This is an optimization exercise on Yosys and OpenROAD, whose aim is small area, not a production implementation. In this exercise RTL edits were held to simulation tests only and were not proved equivalent to the original. Power is estimated from default activity; no workload was simulated.

==> flow/design.v <==
module sin_gen #(
  parameter phase_width     = 9,
  parameter data_width      = 16,
  parameter sampling_f      = 4535,    
  parameter clock_cnt_width = 13
)(
  input                        clk,         
  input                        rst,         
  input      [phase_width-1:0] phase_incr,  
  output     [phase_width-1:0] phase_out,
  output     [data_width-1:0]  signal_out,
  output                       fs_out       
);
  reg  [8:0]  phase_cnt;    
  reg         ph_s;
  reg         ph_r;
  reg  [6:0]  ph_i;
  reg  [11:0] c;            
  reg         clock_out;    
  wire term = (c & 12'h27f) == 12'h07f;    
  wire fb   = ~(c[11] ^ c[10]);
  wire [6:0] fold;
  wire [6:0] low_or;
  assign low_or[0] = 1'b0;
  genvar gi;
  generate for (gi = 1; gi < 7; gi = gi + 1) begin : g_fold
    assign low_or[gi] = low_or[gi-1] | phase_cnt[gi-1];
  end endgenerate
  assign fold = phase_cnt[6:0] ^ ({7{phase_cnt[7]}} & low_or);
  always @(posedge clk) begin
    if (rst) begin
      phase_cnt <= 9'd0;
      ph_s      <= 1'b0;
      ph_r      <= 1'b0;
      ph_i      <= 7'd0;
      c         <= 12'h0e5;
      clock_out <= 1'b1;
    end else begin
      ph_s <= phase_cnt[8];
      ph_r <= phase_cnt[7];
      ph_i <= fold;
      if (term) begin
        c         <= clock_out ? 12'h072 : 12'h0e5;
        clock_out <= ~clock_out;
        if (!clock_out)
          phase_cnt <= phase_cnt + phase_incr;
      end else begin
        c <= {c[10:0], fb};
      end
    end
  end
  assign phase_out = phase_cnt;
  assign fs_out    = clock_out;
  wire [8:0]  p = {ph_s, ph_r, ph_i};
  wire [15:0] rom;
  wire n26, n27, n28, n29, n30, n31, n32, n33, n34, n35, n36, n37;
  wire n38, n39, n40, n41, n42, n43, n44, n45, n46, n47, n48, n49;
  wire n50, n51, n52, n53, n54, n55, n56, n57, n58, n59, n60, n61;
  wire n62, n63, n64, n65, n66, n67, n68, n69, n70, n71, n72, n73;
  wire n74, n75, n76, n77, n78, n79, n80, n81, n82, n83, n84, n85;
  wire n86, n87, n88, n89, n90, n91, n92, n93, n94, n95, n96, n97;
  wire n98, n99, n100, n101, n102, n103, n104, n105, n106, n107, n108, n109;
  wire n110, n111, n112, n113, n114, n115, n116, n117, n118, n119, n120, n121;
  wire n122, n123, n124, n125, n126, n127, n128, n129, n130, n131, n132, n133;
  wire n134, n135, n136, n137, n138, n139, n140, n141, n142, n143, n144, n145;
  wire n146, n147, n148, n149, n150, n151, n152, n153, n154, n155, n156, n158;
  wire n159, n160, n161, n162, n163, n164, n165, n166, n167, n168, n169, n170;
  wire n171, n172, n173, n174, n175, n176, n177, n178, n179, n180, n181, n182;
  wire n183, n184, n185, n186, n187, n188, n189, n190, n191, n192, n193, n194;
  wire n195, n196, n197, n198, n199, n200, n201, n202, n203, n205, n206, n207;
  wire n208, n209, n210, n211, n212, n213, n214, n215, n216, n217, n218, n219;
  wire n220, n221, n222, n223, n224, n225, n226, n227, n228, n229, n230, n231;
  wire n232, n233, n234, n235, n236, n237, n238, n239, n240, n241, n242, n244;
  wire n245, n246, n247, n248, n249, n250, n251, n252, n253, n254, n255, n256;
  wire n257, n258, n259, n260, n261, n262, n263, n264, n265, n266, n267, n268;
  wire n269, n270, n271, n272, n273, n274, n275, n276, n277, n278, n279, n280;
  wire n281, n282, n283, n284, n286, n287, n288, n289, n290, n291, n292, n293;
  wire n294, n295, n296, n297, n298, n299, n300, n301, n302, n303, n304, n305;
  wire n306, n307, n308, n309, n310, n311, n312, n313, n314, n315, n316, n317;
  wire n318, n319, n320, n322, n323, n324, n325, n326, n327, n328, n329, n330;
  wire n331, n332, n333, n334, n335, n336, n337, n338, n339, n340, n341, n342;
  wire n343, n344, n345, n346, n347, n349, n350, n351, n352, n353, n354, n355;
  wire n356, n357, n358, n359, n360, n361, n362, n363, n364, n365, n366, n367;
  wire n368, n369, n370, n371, n372, n373, n374, n375, n376, n377, n378, n379;
  wire n380, n382, n383, n384, n385, n386, n387, n388, n389, n390, n391, n392;
  wire n393, n394, n395, n396, n397, n398, n399, n400, n401, n402, n403, n404;
  wire n405, n406, n407, n408, n409, n410, n411, n413, n414, n415, n416, n417;
  wire n418, n419, n420, n421, n422, n423, n424, n425, n426, n427, n428, n429;
  wire n430, n431, n432, n433, n434, n435, n437, n438, n439, n440, n441, n442;
  wire n443, n444, n445, n446, n447, n448, n449, n450, n451, n452, n453, n454;
  wire n455, n456, n458, n459, n460, n461, n462, n463, n464, n465, n466, n467;
  wire n468, n469, n470, n471, n472, n473, n474, n475, n476, n477, n478, n479;
  wire n480, n481, n483, n484, n485, n486, n487, n488, n489, n490, n491, n492;
  wire n493, n494, n495, n496, n498, n499, n500, n501, n502, n504, n505, n506;
  wire n508;
  assign n26 = ~p[4] & ~p[5];
  assign n27 = ~p[0] & ~p[2];
  assign n28 = p[0] & p[2];
  assign n29 = ~p[1] & n28;
  assign n30 = p[1] & ~n28;
  assign n31 = ~n29 & ~n30;
  assign n32 = p[3] & n31;
  assign n33 = ~n27 & n32;
  assign n34 = p[0] & p[1];
  assign n35 = ~p[0] & ~p[1];
  assign n36 = ~n34 & ~n35;
  assign n37 = ~p[2] & p[3];
  assign n38 = n36 & n37;
  assign n39 = ~n33 & ~n38;
  assign n40 = ~p[1] & ~p[2];
  assign n41 = ~p[3] & ~n34;
  assign n42 = ~n27 & n41;
  assign n43 = p[3] & n36;
  assign n44 = ~p[0] & p[2];
  assign n45 = p[3] & ~n44;
  assign n46 = ~n40 & n45;
  assign n47 = n43 & ~n46;
  assign n48 = ~p[2] & ~p[3];
  assign n49 = p[1] & n48;
  assign n50 = ~n32 & ~n49;
  assign n51 = ~n47 & n50;
  assign n52 = ~n42 & n51;
  assign n53 = ~p[3] & ~n52;
  assign n54 = ~n40 & n53;
  assign n55 = n39 & ~n54;
  assign n56 = n26 & ~n55;
  assign n57 = ~p[3] & n34;
  assign n58 = ~p[1] & p[3];
  assign n59 = p[2] & n58;
  assign n60 = ~n27 & ~n59;
  assign n61 = ~n57 & n60;
  assign n62 = ~n27 & ~n29;
  assign n63 = ~n61 & n62;
  assign n64 = ~n38 & ~n63;
  assign n65 = p[4] & n64;
  assign n66 = ~p[0] & ~p[3];
  assign n67 = p[1] & p[2];
  assign n68 = ~n40 & ~n67;
  assign n69 = n66 & n68;
  assign n70 = ~p[4] & ~n69;
  assign n71 = ~n47 & n70;
  assign n72 = p[5] & ~n71;
  assign n73 = ~n65 & n72;
  assign n74 = ~n45 & ~n60;
  assign n75 = ~p[3] & ~n68;
  assign n76 = n34 & n37;
  assign n77 = ~n75 & ~n76;
  assign n78 = ~n74 & n77;
  assign n79 = ~p[3] & ~n40;
  assign n80 = n78 & n79;
  assign n81 = n39 & ~n80;
  assign n82 = n40 & n66;
  assign n83 = p[4] & ~n82;
  assign n84 = ~n28 & n43;
  assign n85 = n83 & ~n84;
  assign n86 = ~p[5] & n85;
  assign n87 = n81 & n86;
  assign n88 = ~n73 & ~n87;
  assign n89 = ~n56 & n88;
  assign n90 = p[6] & ~n89;
  assign n91 = p[0] & ~p[2];
  assign n92 = p[4] & ~n91;
  assign n93 = n43 & n92;
  assign n94 = ~p[4] & ~n35;
  assign n95 = n53 & n94;
  assign n96 = n64 & n94;
  assign n97 = ~p[3] & p[4];
  assign n98 = n31 & n97;
  assign n99 = ~n96 & ~n98;
  assign n100 = ~n95 & n99;
  assign n101 = ~n27 & ~n100;
  assign n102 = ~n93 & ~n101;
  assign n103 = ~p[5] & ~n102;
  assign n104 = p[3] & ~n36;
  assign n105 = n31 & n104;
  assign n106 = ~n59 & ~n105;
  assign n107 = ~p[3] & ~n27;
  assign n108 = ~n28 & n107;
  assign n109 = ~p[4] & ~n108;
  assign n110 = n106 & n109;
  assign n111 = p[3] & ~n67;
  assign n112 = n62 & n111;
  assign n113 = p[0] & ~p[1];
  assign n114 = n83 & ~n113;
  assign n115 = ~n112 & n114;
  assign n116 = p[5] & ~n115;
  assign n117 = ~n110 & n116;
  assign n118 = ~p[6] & ~n117;
  assign n119 = ~n103 & n118;
  assign n120 = ~n90 & ~n119;
  assign n121 = p[0] & n26;
  assign n122 = p[3] & ~p[4];
  assign n123 = p[1] & n122;
  assign n124 = n121 & ~n123;
  assign n125 = ~n54 & n124;
  assign n126 = n27 & n122;
  assign n127 = p[4] & n38;
  assign n128 = ~n126 & ~n127;
  assign n129 = p[5] & ~n128;
  assign n130 = ~n37 & ~n67;
  assign n131 = ~n91 & n130;
  assign n132 = p[0] & p[3];
  assign n133 = p[4] & ~p[5];
  assign n134 = ~n132 & n133;
  assign n135 = ~n131 & n134;
  assign n136 = p[6] & ~n135;
  assign n137 = ~n129 & n136;
  assign n138 = ~n125 & n137;
  assign n139 = ~p[2] & ~p[4];
  assign n140 = ~n66 & n139;
  assign n141 = ~p[1] & ~p[4];
  assign n142 = p[5] & ~n141;
  assign n143 = ~n140 & n142;
  assign n144 = ~n85 & n143;
  assign n145 = p[1] & n126;
  assign n146 = p[3] & p[4];
  assign n147 = p[2] & ~n34;
  assign n148 = n146 & n147;
  assign n149 = ~n145 & ~n148;
  assign n150 = ~p[5] & ~n149;
  assign n151 = ~p[6] & ~n150;
  assign n152 = ~n144 & n151;
  assign n153 = p[8] & ~n152;
  assign n154 = ~n138 & n153;
  assign n155 = n120 & ~n154;
  assign n156 = ~n120 & n154;
  assign rom[0] = n155 | n156;
  assign n158 = p[8] & n155;
  assign n159 = ~p[1] & ~n27;
  assign n160 = n97 & ~n159;
  assign n161 = ~n146 & ~n160;
  assign n162 = p[2] & ~p[3];
  assign n163 = ~n37 & ~n162;
  assign n164 = ~n63 & n163;
  assign n165 = p[1] & n164;
  assign n166 = ~n161 & ~n165;
  assign n167 = ~n36 & ~n163;
  assign n168 = ~p[0] & p[1];
  assign n169 = ~n162 & n168;
  assign n170 = ~p[4] & ~n169;
  assign n171 = ~n167 & n170;
  assign n172 = ~n166 & ~n171;
  assign n173 = p[5] & ~n172;
  assign n174 = p[0] & ~n67;
  assign n175 = p[2] & n106;
  assign n176 = n174 & ~n175;
  assign n177 = ~n40 & n176;
  assign n178 = p[2] & n66;
  assign n179 = p[4] & ~n178;
  assign n180 = ~n177 & n179;
  assign n181 = ~p[5] & ~n96;
  assign n182 = ~n180 & n181;
  assign n183 = ~n173 & ~n182;
  assign n184 = p[6] & ~n183;
  assign n185 = ~p[4] & n61;
  assign n186 = p[1] & ~n185;
  assign n187 = ~n30 & n45;
  assign n188 = ~n186 & ~n187;
  assign n189 = ~p[1] & p[4];
  assign n190 = p[2] & n146;
  assign n191 = ~n189 & ~n190;
  assign n192 = ~p[5] & n191;
  assign n193 = ~n188 & n192;
  assign n194 = ~n38 & n70;
  assign n195 = ~n92 & ~n97;
  assign n196 = ~n42 & ~n195;
  assign n197 = ~n194 & ~n196;
  assign n198 = p[5] & ~n197;
  assign n199 = ~p[6] & ~n198;
  assign n200 = ~n193 & n199;
  assign n201 = ~n184 & ~n200;
  assign n202 = ~n158 & ~n201;
  assign n203 = n158 & n201;
  assign rom[1] = ~n202 & ~n203;
  assign n205 = p[8] & ~n202;
  assign n206 = ~p[3] & n35;
  assign n207 = n92 & ~n206;
  assign n208 = ~n46 & n109;
  assign n209 = ~n207 & ~n208;
  assign n210 = ~p[5] & ~n209;
  assign n211 = p[2] & p[3];
  assign n212 = n170 & n211;
  assign n213 = p[5] & ~n212;
  assign n214 = ~n95 & n213;
  assign n215 = ~p[2] & n36;
  assign n216 = ~n28 & ~n159;
  assign n217 = ~n215 & n216;
  assign n218 = n146 & ~n217;
  assign n219 = ~p[3] & ~n174;
  assign n220 = p[4] & n219;
  assign n221 = ~n126 & ~n220;
  assign n222 = ~n218 & n221;
  assign n223 = n214 & n222;
  assign n224 = ~n210 & ~n223;
  assign n225 = p[6] & ~n224;
  assign n226 = ~n52 & n92;
  assign n227 = ~n84 & ~n206;
  assign n228 = n109 & n227;
  assign n229 = n39 & n228;
  assign n230 = p[5] & ~n229;
  assign n231 = ~n226 & n230;
  assign n232 = ~p[4] & n163;
  assign n233 = ~n32 & n232;
  assign n234 = ~n69 & ~n187;
  assign n235 = n83 & n234;
  assign n236 = ~p[5] & ~n235;
  assign n237 = ~n233 & n236;
  assign n238 = ~p[6] & ~n237;
  assign n239 = ~n231 & n238;
  assign n240 = ~n225 & ~n239;
  assign n241 = ~n205 & ~n240;
  assign n242 = n205 & n240;
  assign rom[2] = ~n241 & ~n242;
  assign n244 = p[8] & ~n241;
  assign n245 = ~n35 & ~n163;
  assign n246 = n133 & ~n215;
  assign n247 = ~n245 & n246;
  assign n248 = ~n121 & ~n247;
  assign n249 = ~n105 & ~n248;
  assign n250 = p[4] & n61;
  assign n251 = n214 & ~n250;
  assign n252 = ~n249 & ~n251;
  assign n253 = ~p[6] & ~n252;
  assign n254 = ~p[4] & p[5];
  assign n255 = n44 & ~n58;
  assign n256 = ~n176 & ~n255;
  assign n257 = p[2] & n256;
  assign n258 = p[1] & n211;
  assign n259 = p[5] & ~n258;
  assign n260 = ~p[3] & ~n29;
  assign n261 = ~n217 & n260;
  assign n262 = n259 & ~n261;
  assign n263 = ~n257 & n262;
  assign n264 = ~n254 & ~n263;
  assign n265 = ~p[4] & ~n219;
  assign n266 = ~n59 & ~n76;
  assign n267 = ~n147 & n266;
  assign n268 = n265 & n267;
  assign n269 = ~n264 & ~n268;
  assign n270 = ~p[2] & ~n113;
  assign n271 = ~n29 & ~n270;
  assign n272 = p[4] & ~n271;
  assign n273 = ~n81 & n272;
  assign n274 = ~n58 & ~n261;
  assign n275 = ~p[4] & ~n274;
  assign n276 = n112 & ~n272;
  assign n277 = ~p[5] & ~n276;
  assign n278 = ~n275 & n277;
  assign n279 = ~n273 & n278;
  assign n280 = p[6] & ~n279;
  assign n281 = ~n269 & n280;
  assign n282 = ~n253 & ~n281;
  assign n283 = ~n244 & n282;
  assign n284 = n244 & ~n282;
  assign rom[3] = ~n283 & ~n284;
  assign n286 = p[8] & ~n283;
  assign n287 = n106 & n133;
  assign n288 = ~n28 & n68;
  assign n289 = ~n163 & ~n288;
  assign n290 = ~n29 & n170;
  assign n291 = ~n289 & n290;
  assign n292 = ~n287 & ~n291;
  assign n293 = ~n160 & ~n292;
  assign n294 = p[4] & ~n41;
  assign n295 = ~n112 & n294;
  assign n296 = p[5] & ~n295;
  assign n297 = ~n293 & ~n296;
  assign n298 = ~n51 & n254;
  assign n299 = p[6] & ~n298;
  assign n300 = ~n297 & n299;
  assign n301 = n81 & ~n289;
  assign n302 = ~p[3] & ~n30;
  assign n303 = ~p[4] & ~n302;
  assign n304 = ~n113 & n303;
  assign n305 = ~n301 & n304;
  assign n306 = p[4] & n44;
  assign n307 = ~n272 & ~n306;
  assign n308 = n50 & ~n307;
  assign n309 = p[5] & ~n308;
  assign n310 = ~n305 & n309;
  assign n311 = ~n35 & n163;
  assign n312 = ~n69 & n133;
  assign n313 = ~n311 & n312;
  assign n314 = p[1] & n26;
  assign n315 = ~p[6] & ~n314;
  assign n316 = ~n313 & n315;
  assign n317 = ~n310 & n316;
  assign n318 = ~n300 & ~n317;
  assign n319 = ~n286 & ~n318;
  assign n320 = n286 & n318;
  assign rom[4] = ~n319 & ~n320;
  assign n322 = ~n165 & ~n195;
  assign n323 = ~n257 & n322;
  assign n324 = ~p[4] & ~n164;
  assign n325 = ~p[5] & ~n324;
  assign n326 = ~n323 & n325;
  assign n327 = p[2] & n170;
  assign n328 = ~n127 & ~n220;
  assign n329 = ~n327 & n328;
  assign n330 = p[5] & ~n329;
  assign n331 = p[6] & ~n330;
  assign n332 = ~n326 & n331;
  assign n333 = p[4] & ~n62;
  assign n334 = ~p[4] & ~n258;
  assign n335 = ~n34 & ~n48;
  assign n336 = n334 & n335;
  assign n337 = ~n105 & n336;
  assign n338 = ~n333 & ~n337;
  assign n339 = p[5] & ~n338;
  assign n340 = ~n83 & ~n139;
  assign n341 = ~p[5] & ~n340;
  assign n342 = ~p[6] & ~n341;
  assign n343 = ~n339 & n342;
  assign n344 = ~n332 & ~n343;
  assign n345 = p[8] & ~n319;
  assign n346 = n344 & ~n345;
  assign n347 = ~n344 & n345;
  assign rom[5] = ~n346 & ~n347;
  assign n349 = ~p[6] & n26;
  assign n350 = n82 & n349;
  assign n351 = p[8] & ~n350;
  assign n352 = n40 & n97;
  assign n353 = ~p[0] & n122;
  assign n354 = p[0] & ~n122;
  assign n355 = ~n353 & ~n354;
  assign n356 = ~n352 & n355;
  assign n357 = ~p[5] & ~n356;
  assign n358 = ~n35 & n211;
  assign n359 = ~n49 & ~n358;
  assign n360 = n234 & n359;
  assign n361 = ~n323 & n360;
  assign n362 = ~n191 & ~n361;
  assign n363 = ~n33 & n265;
  assign n364 = p[5] & ~n363;
  assign n365 = ~n362 & n364;
  assign n366 = ~n357 & ~n365;
  assign n367 = ~p[6] & ~n366;
  assign n368 = ~p[4] & ~n256;
  assign n369 = ~n146 & ~n189;
  assign n370 = n27 & n58;
  assign n371 = ~n369 & ~n370;
  assign n372 = p[5] & ~n371;
  assign n373 = ~n368 & n372;
  assign n374 = ~n32 & n133;
  assign n375 = ~n80 & n374;
  assign n376 = p[6] & ~n375;
  assign n377 = ~n373 & n376;
  assign n378 = ~n367 & ~n377;
  assign n379 = n351 & ~n378;
  assign n380 = ~n351 & n378;
  assign rom[6] = ~n379 & ~n380;
  assign n382 = p[3] & n217;
  assign n383 = n303 & ~n382;
  assign n384 = n92 & ~n255;
  assign n385 = p[5] & ~n384;
  assign n386 = ~n383 & n385;
  assign n387 = ~n36 & n83;
  assign n388 = ~p[4] & ~n58;
  assign n389 = n36 & n388;
  assign n390 = ~p[5] & ~n123;
  assign n391 = ~n389 & n390;
  assign n392 = ~n387 & n391;
  assign n393 = ~n386 & ~n392;
  assign n394 = ~p[6] & ~n393;
  assign n395 = n68 & n97;
  assign n396 = ~n66 & n106;
  assign n397 = n68 & n396;
  assign n398 = p[1] & ~n396;
  assign n399 = ~p[4] & ~n398;
  assign n400 = ~n397 & n399;
  assign n401 = ~n395 & ~n400;
  assign n402 = p[5] & ~n401;
  assign n403 = p[0] & ~n160;
  assign n404 = ~n333 & n403;
  assign n405 = ~p[5] & ~n306;
  assign n406 = ~n404 & n405;
  assign n407 = ~n402 & ~n406;
  assign n408 = p[6] & ~n407;
  assign n409 = ~n394 & ~n408;
  assign n410 = n351 & ~n409;
  assign n411 = ~n351 & n409;
  assign rom[7] = n410 | n411;
  assign n413 = ~n126 & ~n275;
  assign n414 = ~n32 & ~n413;
  assign n415 = ~n104 & n166;
  assign n416 = ~n414 & ~n415;
  assign n417 = p[5] & ~n416;
  assign n418 = n194 & ~n257;
  assign n419 = ~p[5] & ~n272;
  assign n420 = ~n418 & n419;
  assign n421 = ~n417 & ~n420;
  assign n422 = ~p[6] & ~n421;
  assign n423 = ~n57 & n360;
  assign n424 = n133 & ~n423;
  assign n425 = ~n97 & ~n258;
  assign n426 = ~n147 & n425;
  assign n427 = n259 & n352;
  assign n428 = ~n254 & ~n427;
  assign n429 = ~n426 & ~n428;
  assign n430 = p[6] & ~n314;
  assign n431 = ~n429 & n430;
  assign n432 = ~n424 & n431;
  assign n433 = ~n422 & ~n432;
  assign n434 = n351 & ~n433;
  assign n435 = ~n351 & n433;
  assign rom[8] = ~n434 & ~n435;
  assign n437 = n70 & n131;
  assign n438 = n83 & ~n162;
  assign n439 = n266 & n438;
  assign n440 = ~n437 & ~n439;
  assign n441 = p[5] & ~n440;
  assign n442 = ~p[4] & ~n78;
  assign n443 = n133 & n360;
  assign n444 = ~p[6] & ~n443;
  assign n445 = ~n442 & n444;
  assign n446 = ~n441 & n445;
  assign n447 = n133 & ~n358;
  assign n448 = ~n54 & n447;
  assign n449 = n26 & ~n68;
  assign n450 = ~n163 & n254;
  assign n451 = p[6] & ~n450;
  assign n452 = ~n449 & n451;
  assign n453 = ~n448 & n452;
  assign n454 = ~n446 & ~n453;
  assign n455 = n351 & ~n454;
  assign n456 = ~n351 & n454;
  assign rom[9] = ~n455 & ~n456;
  assign n458 = n48 & n254;
  assign n459 = ~n179 & ~n425;
  assign n460 = ~p[3] & ~n67;
  assign n461 = ~p[5] & ~n460;
  assign n462 = ~n459 & n461;
  assign n463 = ~n458 & ~n462;
  assign n464 = p[6] & ~n463;
  assign n465 = p[2] & ~n35;
  assign n466 = ~p[3] & ~n465;
  assign n467 = n266 & n334;
  assign n468 = ~n466 & n467;
  assign n469 = n83 & ~n111;
  assign n470 = p[5] & ~n469;
  assign n471 = ~n468 & n470;
  assign n472 = p[4] & ~n289;
  assign n473 = ~p[4] & n460;
  assign n474 = n467 & ~n473;
  assign n475 = ~p[5] & ~n474;
  assign n476 = ~n472 & n475;
  assign n477 = ~n471 & ~n476;
  assign n478 = ~p[6] & ~n477;
  assign n479 = ~n464 & ~n478;
  assign n480 = n351 & ~n479;
  assign n481 = ~n351 & n479;
  assign rom[10] = n480 | n481;
  assign n483 = p[4] & ~n466;
  assign n484 = ~p[5] & ~n483;
  assign n485 = ~n467 & n484;
  assign n486 = ~n146 & ~n467;
  assign n487 = p[5] & ~n486;
  assign n488 = ~p[6] & ~n487;
  assign n489 = ~n485 & n488;
  assign n490 = n179 & ~n460;
  assign n491 = p[6] & ~n473;
  assign n492 = ~p[5] & n491;
  assign n493 = ~n490 & n492;
  assign n494 = ~n489 & ~n493;
  assign n495 = n351 & ~n494;
  assign n496 = ~n351 & n494;
  assign rom[11] = n495 | n496;
  assign n498 = p[5] & ~n467;
  assign n499 = ~n484 & ~n498;
  assign n500 = ~n491 & ~n499;
  assign n501 = n351 & ~n500;
  assign n502 = ~n351 & n500;
  assign rom[12] = ~n501 & ~n502;
  assign n504 = ~p[6] & ~n498;
  assign n505 = n351 & ~n504;
  assign n506 = ~n351 & n504;
  assign rom[13] = ~n505 & ~n506;
  assign n508 = p[7] & n350;
  assign rom[14] = n351 | n508;
  assign rom[15] = p[8] & rom[14];
  assign signal_out = rom;
endmodule
==> flow/flow/run.sh <==
#!/bin/bash
set -euo pipefail
W=$PWD
mkdir -p "$W/myscripts"
cp -r "$FLOW_HOME/scripts/." "$W/myscripts/"
cp "$W/flow/abc_area.script" "$W/myscripts/abc_area.script"
bash standard.sh "SCRIPTS_DIR=$W/myscripts" "ADDER_MAP_FILE=" synth > "$W/synth.log" 2>&1
R=$W/orfs/results/$FLOW_PLATFORM/sin_gen/base
python3 "$W/flow/upsize.py" "$R/1_2_yosys.v" > "$W/upsize.log" 2>&1
rm -f "$R/1_synth.odb" "$R/1_synth.sdc"
bash standard.sh "SCRIPTS_DIR=$W/myscripts" "ADDER_MAP_FILE=" synth > "$W/synth2.log" 2>&1
bash standard.sh "BUFFER_PORTS_ARGS=-buffer_cell sky130_fd_sc_hd__buf_1" \
  "CTS_ARGS=-sink_clustering_enable -repair_clock_nets -buf_list sky130_fd_sc_hd__clkbuf_4 -dont_use_dummy_load" \
  finish > "$W/layout.log" 2>&1
==> flow/flow/abc_area.script <==
strash
&get -n
&dch -f
&nf -R 1000
&put
topo
==> flow/flow/upsize.py <==
#!/usr/bin/env python3
"""Give flip-flops that drive a large fanout a stronger drive (dfxtp_1 -> dfxtp_2/4)
in the synthesised netlist, instead of leaving the placer to buffer their nets.
Only the drive strength of a register's cell changes; its type and name stay."""
import re, sys
fn = sys.argv[1]
v = open(fn).read()
insts = re.findall(r'(sky130_fd_sc_hd__\w+)\s+(\\?\S+)\s*\((.*?)\);', v, re.S)
loads = {}
for typ, name, pins in insts:
    for pin, net in re.findall(r'\.(\w+)\(([^()]*)\)', pins):
        if pin not in ('X', 'Y', 'Q', 'Q_N', 'COUT', 'SUM'):
            loads[net.strip()] = loads.get(net.strip(), 0) + 1
out = v
for typ, name, pins in insts:
    if typ != 'sky130_fd_sc_hd__dfxtp_1':
        continue
    q = dict((a, b.strip()) for a, b in re.findall(r'\.(\w+)\(([^()]*)\)', pins))['Q']
    n = loads.get(q, 0)
    new = 'sky130_fd_sc_hd__dfxtp_4' if n > 24 else 'sky130_fd_sc_hd__dfxtp_2' if n > 12 else None
    if new:
        old = '%s %s' % (typ, name)
        assert out.count(old) == 1, old
        out = out.replace(old, '%s %s' % (new, name))
        print('%s: %d loads -> %s' % (name, n, new))
open(fn, 'w').write(out)
==> flow/standard.sh <==
#!/bin/bash
# synth_recipe.tcl (not shown) runs the flow's synth.tcl, then flattens the netlist and writes it again
# the make line also repeats each setting of config.mk as NAME=value (left out here)
make -C /OpenROAD-flow-scripts/flow DESIGN_CONFIG=/design/flow/config.mk WORK_HOME=/design/flow/orfs CLKGATE_MAP_FILE= SYNTH_SCRIPT=/design/flow/synth_recipe.tcl "${@:-finish}"
==> flow/config.mk <==
export PLATFORM = sky130hd
export DESIGN_NAME = sin_gen
export DESIGN_NICKNAME = sin_gen
export VERILOG_FILES = /design/flow/design.v
export SDC_FILE = /design/flow/constraint.sdc
export NUM_CORES = 4
export LEC_CHECK = 0
export ABC_AREA = 1
export CAP_MARGIN = 20
export CELL_PAD_IN_SITES_DETAIL_PLACEMENT = 1
export CELL_PAD_IN_SITES_GLOBAL_PLACEMENT = 2
export CORE_MARGIN = 2
export CORE_UTILIZATION = 40
export GPL_TIMING_DRIVEN = 1
export SLEW_MARGIN = 20
export SYNTH_MEMORY_MAX_BITS = 16384
==> flow/constraint.sdc <==
create_clock -name core_clock -period 10.0 [get_ports {clk}]
set_input_delay 2.0000 -clock core_clock [delete_from_list [all_inputs] [get_ports {clk}]]
set_output_delay 2.0000 -clock core_clock [all_outputs]
set_load 0.01 [all_outputs]
==> flow_summary.toml <==
[status]
status = "finished clean"

[drt]
drcViolationCount = 0
ant_nets = 0
drtIter0Drc = 417
first_pass_iters = 5
viasPerCell = 6.52
wl_um = 10900
num_vias = 3490
wl_per_cell_um = 20.4

[sta]
drv_slew = 0
fmax_mhz = 153
setup_viol_count_final = 0
finClkSkew_ps = 18.0
slew_headroom = 0.346
rsz0062_at_grt = "false"
period_needed_ps = 6530
final-hold-violation-count = 0
setup_tns_ps = 0
setup_ws_ps = 3470
worstMarginPinSlew_ps = 981
finalCritPeriodShare = 0.653

[synth]
yosys_warnings = 1
syn_area_um2 = 2790
synth-seq-area-share = 0.225
async_reset_ff_frac = 0
postSynthCellCount = 414
synth.top_cell.area_share = 0.225
syn_nets = 425
yosys.cell_types.count = 46
synth-seq-cells = 31
synth_edf_count = 0
synth_chip_area_um2 = 2760
avgSynthCellArea_um2 = 6.73
yosysTopAreaCell = "dfxtp_1"
synth_area_leaders = "dfxtp_1 (22%), nand2_1 (8.8%), a21oi_1 (7.8%)"
dominantRegCellSynth = "dfxtp_1"

[floorplanning]
start_util = 0.413
die_y_um = 87.5
core_area_um2 = 6760
die_area_um2 = 7650
rows = 30
die_w_um = 87.5
ioPinCount = 37

[global_route]
antenna_found_initial = 0
grt_max_degree = 43
track_usage = 0.292
gr-total-overflow = 0
grt_pass1_vias = 3370
grt_first_pass_wirelength_um = 17400

[worst_setup_path]
crit_path_end_kind = "output port"
crit_chain = "clkinv_1 > nor2_1 > nand2_1 > nand3_1 > nand3_1 > a21oi_1 > nor2_1 > o21ai_0 > clkinv_1 > o21ai_0 > o211ai_1 > a21oi_1 > nand3_1 > nand2_1 > a21oi_1 > a21boi_0 > o21ai_0 > xnor2_1 > buf_1"
crit_path_start_kind = "register"
crit_required_ps = 8000
worstPathArrival_ps = 4530
crit_family = "compound AO/OA/AOI/OAI gates"
critPathBufInv = 3
cp_slowest_cell = "dfxtp_2"
worstSetupPathType = "register to output port"
path_max_fanout = 19
critical_path.max_stage_delay_ps = 550

[power]
intPower_mw = 0.152
power.total_mw = 0.195
clkPwrFrac = 0.305
pwr-share-comb = 0.051
leakagePower_nw = 1.05
p_per_area_nw_per_um2 = 63.9
switchingPower_mw = 0.0432
ir_drop_v = 0.0000989
swShare = 0.221
seqPwrFrac = 0.644

[worst_hold_path]
worstHoldPathType = "register to register"

[clocking]
cts-root-buf = "clkbuf_4"
htree_levels = 2
cts_setup_buffers = 0
cts_num_sinks = 31
cts_inserted_buffers = 5
cts_hold_buf = 0
cts_max_path_buffers = 2
cts_resized = 0
insertion_delay_ps = 320
cts_tree = "built"
cts.clk_slew.worst_paths_ps = 90

[final_layout]
antenna_cells = 0
drive_gt1_frac = 0.0286
utilization = 0.453
fin_area_um2 = 3060
area_growth_pct = 9.78
n_fill_cell = 928
fin_nets = 468

[place]
port_buffers = 36
place_area_um2 = 3020
place_congestion = 0.962
hpwlAfterDp_um = 8070
place_ws_ps = 3930

[job]
maxCapViolCount = 0
==> registers in the layout (all words and copies together) (netlist names) <==
signal and flops:
phase_cnt 9, c 12, ph_i 7, ph_r 1, ph_s 1, clock_out 1
==> layout by cell type (no fill, tap or decap), types with 4 or more instances in the layout <==
master    synthesis  layout
nand2_1          65      65
nor2_1           54      54
a31oi_1           7       7
nand4_1           5       5
a21boi_0          4       4
maj3_1            4       4
or2_0             4       4
buf_1             0      36
a21oi_1          43      43
xor2_1           14      14
nor3_1           12      12
dfxtp_4           0       6
a211oi_1          9       9
nor2b_1           9       9
nand3_1          21      21
and2_0           11      11
clkbuf_4          0       5
dfxtp_1          31      24
o211ai_1          5       5
o21ai_0          36      36
xnor2_1          18      18
o31ai_1           4       4
clkinv_1          7       7
nand2b_1          8       8
==> cell families (layout without fill, tap and decap cells) <==
kind of cell | Yosys count | count (layout) | share of synthesized area
buffers and inverters | 8 | 49 | 0.0122
adders and majority gates | 4 | 4 | 0.0145
DFF | 31 | 31 | 0.225
xor gates and xnor gates | 32 | 32 | 0.101
and+or+nand+nor | 198 | 198 | 0.327
AOI/OAI and AO/OA | 140 | 140 | 0.317
muxes | 1 | 1 | 0.00362
==> worst paths after layout <==
check	from	to	slack, ps	cells after the start
max	ph_i[0]$_SDFF_PP0_	signal_out[5]	3470	19
min	c[8]$_SDFF_PP0_	c[9]$_SDFF_PP0_	460	1
max reg2reg	phase_cnt[1]$_SDFFE_PP0P_	phase_cnt[8]$_SDFFE_PP0P_	6500	11
min reg2reg	c[8]$_SDFF_PP0_	c[9]$_SDFF_PP0_	460	1
==> Yosys cell counts (2+ instances only) <==
cell type  count
o22ai_1        3
nand2b_1       8
a22oi_1        3
o211ai_1       5
maj3_1         4
a21o_1         2
a211oi_1       9
o221ai_1       3
a21oi_1       43
dfxtp_1       31
xor2_1        14
o21ai_0       36
xnor2_1       18
clkinv_1       7
o31ai_1        4
nand3_1       21
a21boi_0       4
nand4_1        5
a41oi_1        3
nand2_1       65
a311oi_1       2
nor2_1        54
nor2b_1        9
and3_1         2
and2_0        11
a221oi_1       3
or3_1          3
or2_0          4
a31oi_1        7
nor4_1         3
nor3_1        12
o22a_1         2
==> power groups by stage <==
stage / Sequential, mW / Combinational, mW / Clock, mW
floorplan: 0.128 / 0.00556 / 0
global placement: 0.129 / 0.00952 / 0
detailed placement: 0.129 / 0.0100 / 0
CTS: 0.126 / 0.0102 / 0.0623
global route: 0.126 / 0.0115 / 0.0679
finish: 0.126 / 0.00992 / 0.0597
==> cell type report <==
class                           instances  area [um2]  area share
Tap cell                               80         100      0.0327
Multi-Input combinational cell        375        2110       0.689
Inverter                                7        26.3     0.00859
Sequential cell                        31         644       0.211
Clock buffer                            5        37.5      0.0123
Timing Repair Buffer                   37         143      0.0466
==> through the flow <==
stage	cells	hold slack (ps)
after CTS	535	461
after global placement	530	413
after detailed placement	530	435
final	535	457
after global routing	535	482
after floorplan	414	407
==> worst register-to-register path: cells and delay by family, from the launching register on <==
kind,cells,cell delay [ps]
AO/OA/AOI/OAI,6,1110
adder cells (fa/ha/maj),4,1620
XOR/XNOR,1,190
flip-flops,1,480
==> metal layers <==
layer	GRT usage	vias to the layer above	share of wire
met5	0	-	0
met4	0.157	0	0.052
met3	0.0455	48	0.060
met2	0.490	171	0.48
met1	0.357	1660	0.40
li1	-	1611	-

-- afterwards: timing with drivers on the ports --
In the flow no input, the clock included, has a driving cell. The finished layout below was timed again as built, in two steps. Step 1 (the two cells are an assumption about what drives the block):
set clk [get_ports {clk}]
set_driving_cell -lib_cell sky130_fd_sc_hd__clkbuf_16 $clk
set_driving_cell -lib_cell sky130_fd_sc_hd__buf_2 [delete_from_list [all_inputs] $clk]
Step 2 adds t to the input delays and takes it off the output delays; t is the mean of the earliest and latest rising clock arrival at the registers after step 1. Input paths then give back, and output paths get back, about the clock's delay inside the block. Three values: no drivers, after step 1, after step 2; two values: the first two.
t, ns: 0.331
slack for setup (ns): 3.471 / 3.450 / 3.781
slew at the worst register clock pin (ns): 0.09 / 0.09
worst data-port slew with drivers (ns): 0.04
pins driven straight from the clock port: 1
After both steps setup and hold are still met in this run. The setup slack of this run moves by -0.021 ns with the drivers and by +0.310 ns with both steps.
